What follows belongs to an exercise in optimizing a design on an open flow for small area; a production flow would make more cautious choices. In this exercise RTL edits were held to simulation tests only and were not proved equivalent to the original.

## flow/design.v (module list and top-level ports; edited modules follow where they fit)
// module cordic_fa: 6 lines
// module cordic_ha: 6 lines
// module cordic_cct: 6 lines
// module cordic_cci: 6 lines
// module cordic_pipelined: 1733 lines
module cordic_pipelined(clk, z0, xn, yn);
  // ...
==> flow/flow/run.sh <==
#!/bin/bash
# Standard layout, with the port buffers made from the smallest buffer cell.
cp standard.sh standard_sh.txt
export BUFFER_PORTS_ARGS="-buffer_cell sky130_fd_sc_hd__buf_1"
bash standard.sh > standard.log 2>&1
==> flow/standard.sh <==
#!/bin/bash
# synth_recipe.tcl (not shown) runs the flow's synth.tcl, then flattens the netlist and writes it again
# the make line also repeats each setting of config.mk as NAME=value (left out here)
make -C /OpenROAD-flow-scripts/flow DESIGN_CONFIG=/design/flow/config.mk WORK_HOME=/design/flow/orfs CLKGATE_MAP_FILE= SYNTH_SCRIPT=/design/flow/synth_recipe.tcl "${@:-finish}"
==> flow/config.mk <==
export PLATFORM = sky130hd
export DESIGN_NAME = cordic_pipelined
export DESIGN_NICKNAME = cordic_pipelined
export VERILOG_FILES = /design/flow/design.v
export SDC_FILE = /design/flow/constraint.sdc
export NUM_CORES = 4
export LEC_CHECK = 0
export CAP_MARGIN = 20
export CORE_MARGIN = 2
export CORE_UTILIZATION = 40
export CTS_BUF_LIST = sky130_fd_sc_hd__clkbuf_8
export CTS_CLUSTER_DIAMETER = 100
export CTS_CLUSTER_SIZE = 20
export SLEW_MARGIN = 20
export SYNTH_HIERARCHICAL = 1
==> flow/constraint.sdc <==
create_clock -name core_clock -period 5.0 [get_ports {clk}]
set_input_delay 1.0000 -clock core_clock [delete_from_list [all_inputs] [get_ports {clk}]]
set_output_delay 1.0000 -clock core_clock [all_outputs]
set_load 0.01 [all_outputs]
==> impl_metrics.tcl, run 1 <==
set metrics [dict create \
    yosysWarningCount 7 \
    final_common_cell "dfxtp_1" \
    status "timing/DRC/antenna clean" \
    cts_tree "done" \
    die_h_um 199 \
    synth_cells 1351 \
    viasPerCell 5.10 \
    r2r_cells 13 \
    holdBufCountCts 0 \
    synthTopCellsByCount "289 x dfxtp_1, 147 x fa_1, 124 x xnor2_1, 74 x a21oi_1, 73 x ha_1" \
    clk_share_pct 1.90 \
    min_to "d4_p4" \
    n_all_inverters 71 \
    synth_cell_types 80 \
    num_rows 71 \
    finClkSkew_ns 0.0491 \
    wl_per_cell_um 17.8 \
    dp_slack_ns 0.278 \
    path_max_fanout 22 \
    antenna_cells 1 \
    critPathLaunchType "register" \
    reg.largest.list "z1_r1 (11), z3_r2 (9)" \
    place_hpwl_um 26800 \
    top_register "z1_r1" \
    buffers 102 \
    synthArstFlopShare_pct 0 \
    crit_required_ns 5.41 \
    num_vias 9704 \
    ff2ff_setup_slack_ns 0.26 \
    nNetsFinal 1623 \
    syn_avg_cell_area_um2 11.2 \
    relSlewSlack_pct 40.2 \
    ant_nets 0 \
    buf_share_pct 3.65 \
    seq_cells 289 \
    clockBufferDepth 3 \
    fmax_ghz 0.211 \
]
==> inputs of run 2 (changes only) <==
==> flow/run.sh (new file) <==
#!/bin/bash
# synth_recipe.tcl (not shown) runs the flow's synth.tcl, then flattens the netlist and writes it again
# the make line also repeats each setting of config.mk as NAME=value (left out here)
make -C /OpenROAD-flow-scripts/flow DESIGN_CONFIG=/design/flow/config.mk WORK_HOME=/design/flow/orfs CLKGATE_MAP_FILE= SYNTH_SCRIPT=/design/flow/synth_recipe.tcl finish
removed: flow/flow/run.sh
removed: flow/standard.sh
==> run 2 against run 1 <==
- still clean
- die area stayed put
- sequential share of layout area is 0.53 points lower
- synthesized cell count stayed put
- setup slack worse by 0.055 ns
- via count is 1.2% lower
- critical endpoint is now xn[17]
==> impl_metrics.tcl, run 2 <==
set metrics [dict create \
    status "timing/DRC/antenna clean" \
    wl_per_cell_um 17.4 \
    rsz0062_at_grt "no" \
    yosysWarningCount 7 \
    synth_cells 1351 \
    crit_required_ns 4.00 \
    die_area_mm2 0.0394 \
    htree_levels 1 \
    ant_nets 0 \
    path_clk_slew_ns 0.12 \
    grt_util_all_layers_pct 17.1 \
    crit_path_max_incr_delay_ns 0.54 \
    path_max_fanout 6 \
    antenna_cells 0 \
    insertion_delay_ns 0.55 \
    synthSimpleGateAreaFrac_pct 8.00 \
    synthAdderAreaFrac_pct 25.5 \
    grt-ovfl-total 0 \
    busiest_layer "met2" \
    die_h_um 199 \
    cp-end-kind "output pin" \
    drtIter0Drc 582 \
    reg.largest.list "z1_r1 (11), z3_r2 (9)" \
    synth_top_family_by_area "adder cells" \
    max-cap-violations 0 \
    syn_avg_cell_area_um2 11.2 \
    synth.most_common_cell "dfxtp_1" \
    clock-sinks 289 \
    grt_use_met3_pct 2.14 \
    cpMostUsedCell "fa_1" \
    crit_buf_inv 1 \
    critPathLaunchType "register" \
    ys.flop_type "dfxtp_1" \
    synthTopCellsByArea "dfxtp_1 38%, fa_1 19%, xnor2_1 7.2%" \
    worstPathArrival_ns 3.80 \
    initial_core_util_pct 40.4 \
    fmax_ghz 0.208 \
    grt_max_degree 51 \
    synth_edf_count 0 \
    top_register "z1_r1" \
    cts_tree "done" \
    postCtsSetupBuffers 0 \
    worst_path_dominant_cell_family "adder cells" \
    num_vias 9592 \
    grt_pass1_wl_um 52500 \
    syn_area_mm2 0.0151 \
    firstDrtPassIters 5 \
    routed_wl_um 33000 \
    nNetsFinal 1620 \
    synthTopCellsByCount "289 x dfxtp_1, 147 x fa_1, 124 x xnor2_1, 74 x a21oi_1, 73 x ha_1" \
    cts_root_buffer "clkbuf_8" \
    crit_type "register to output pin" \
    ys_seq_area_share_pct 38.2 \
    synth_xor_xnor_area_share_pct 8.72 \
    antenna_found_initial 0 \
    place_hpwl_um 26100 \
    finClkSkew_ns 0.0502 \
    core_mm2 0.0375 \
    setup_viol 0 \
    area_delta_synth_final_pct 9.11 \
    synth_top_area_share_pct 38.2 \
    viasPerCell 5.06 \
    ys_seq_elements 289 \
    relSlewSlack_pct 41.2 \
    num_rows 71 \
    synth_nets 1585 \
    tightestPinTransition_ns 0.859 \
    layout_common_cells "285 x dfxtp_1, 147 x fa_1, 121 x xnor2_1" \
    final_common_cell "dfxtp_1" \
    synthMuxAreaShare_pct 2.02 \
    synth_cell_types 80 \
    die-width_um 199 \
    finalMaxSlewViolations 0 \
    use_met2_pct 30.7 \
    grtUsageMet1_pct 21.2 \
    cts_inserted_buffers 18 \
    hp-class "register to register" \
    setup-tns-final_ns 0 \
    final_hold_viol_count 0 \
    synthArstFlopShare_pct 0 \
    period_needed_ns 4.80 \
    grt_pass1_vias 9672 \
    cp_slowest_cell "clkdlybuf4s50_1" \
    post_route_cells_drive_above_1_share_pct 7.43 \
    period_share_pct 96.0 \
    path_cells "fa_1, fa_1, fa_1, fa_1, fa_1, xor2_1, clkdlybuf4s50_1" \
    largest_reg_flops 11 \
    fill_cells 3579 \
    synth_compound_area_share_pct 12.9 \
    port_buffers 49 \
    clockBufferDepth 3 \
    place_congestion 0.937 \
    io_pins 50 \
    synth_top_area_cell "dfxtp_1" \
    drc 0 \
]
## run 2: metal layers
metal  wire length [um]  share of wire, %
met2              16700                51
met4               1000               3.0
met3               1670               5.0
met1              13600                41
met5                  0                 0
## run 2: worst paths after layout
kind	endpoint	slack, ns	cells after the start	from
worst max-delay path	xn[17]	0.20	7	yt9_17_p10
worst min register to register	d9_p7	0.33	0	d9_p6
worst min-delay path	d9_p7	0.33	0	d9_p6
worst max register to register	ax6_s6_p6	0.30	13	d0_p5
## run 2: stage by stage
stage	area (um^2)	utilization, %	setup WS (ns)	hold slack (ns)	std cells
2_1_floorplan	15100	-	0.335	0.310	1351
3_3_place_gp	16200	43.3	0.344	0.310	1877
3_5_place_dp	16200	43.3	0.216	0.313	1877
4_1_cts	16500	44.1	0.138	0.332	1897
5_1_grt	16500	44.1	0.0198	0.344	1897
6_report	16500	44.1	0.202	0.332	1897
## run 2: cell type report
type	instances	area [um^2]	share of cell area [%]
clock buffers	18	248	1.50
well taps	511	639	3.87
clock inverters	2	25.0	0.151
repair buffers	100	888	5.38
flip-flops and latches	289	5790	35.1
multi-input cells	906	8670	52.4
inverters	71	267	1.61
## run 2: per-module statistics from Yosys, one instance, submodules excluded
module | flip-flops and latches | cells
cordic_fa | 0 | 1
cordic_pipelined | 289 | 1207
## run 2: kinds of logic (layout without fill, tap and decap cells)
kind of cell / Yosys count / after routing
XOR/XNOR: 149 / 149
flip-flops: 289 / 289
buffers and inverters: 156 / 191
AO/OA/AOI/OAI: 289 / 289
adder cells (fa/ha/maj): 220 / 220
AND/OR/NAND/NOR: 229 / 229
multiplexers: 19 / 19
## run 2: repair_timing
action,in CTS,in global routing
hold buffers,0,0
setup endpoints to repair,1,4
gates resized for setup,3,1

separate check: timing with driven ports:
The results above use ideal ports. As a check the final layouts listed here were re-extracted and re-timed, cells and wires unchanged.
Step 1 (the two cells are an assumption about what drives the block):
set clk [get_ports {clk}]
set_driving_cell -lib_cell sky130_fd_sc_hd__clkbuf_16 $clk
set_driving_cell -lib_cell sky130_fd_sc_hd__buf_2 [delete_from_list [all_inputs] $clk]
Step 2 moves the port delays by t, midway between the first and last clock arrival at a register: inputs arrive t later, outputs are due t later. That takes back most of the time a late clock gives input paths.
Three values: no drivers, after step 1, after step 2; two values: the first two.
run | t, ns | setup WS [ns] | worst hold slack (ns) | pins driven straight from the clock port
run 1 | 0.572 | 0.258 / 0.258 / 0.258 | 0.337 / 0.337 / 0.337 | 1
run 2 | 0.575 | 0.202 / 0.152 / 0.301 | 0.332 / 0.332 / 0.332 | 1
After both steps setup and hold are still met in every run listed.
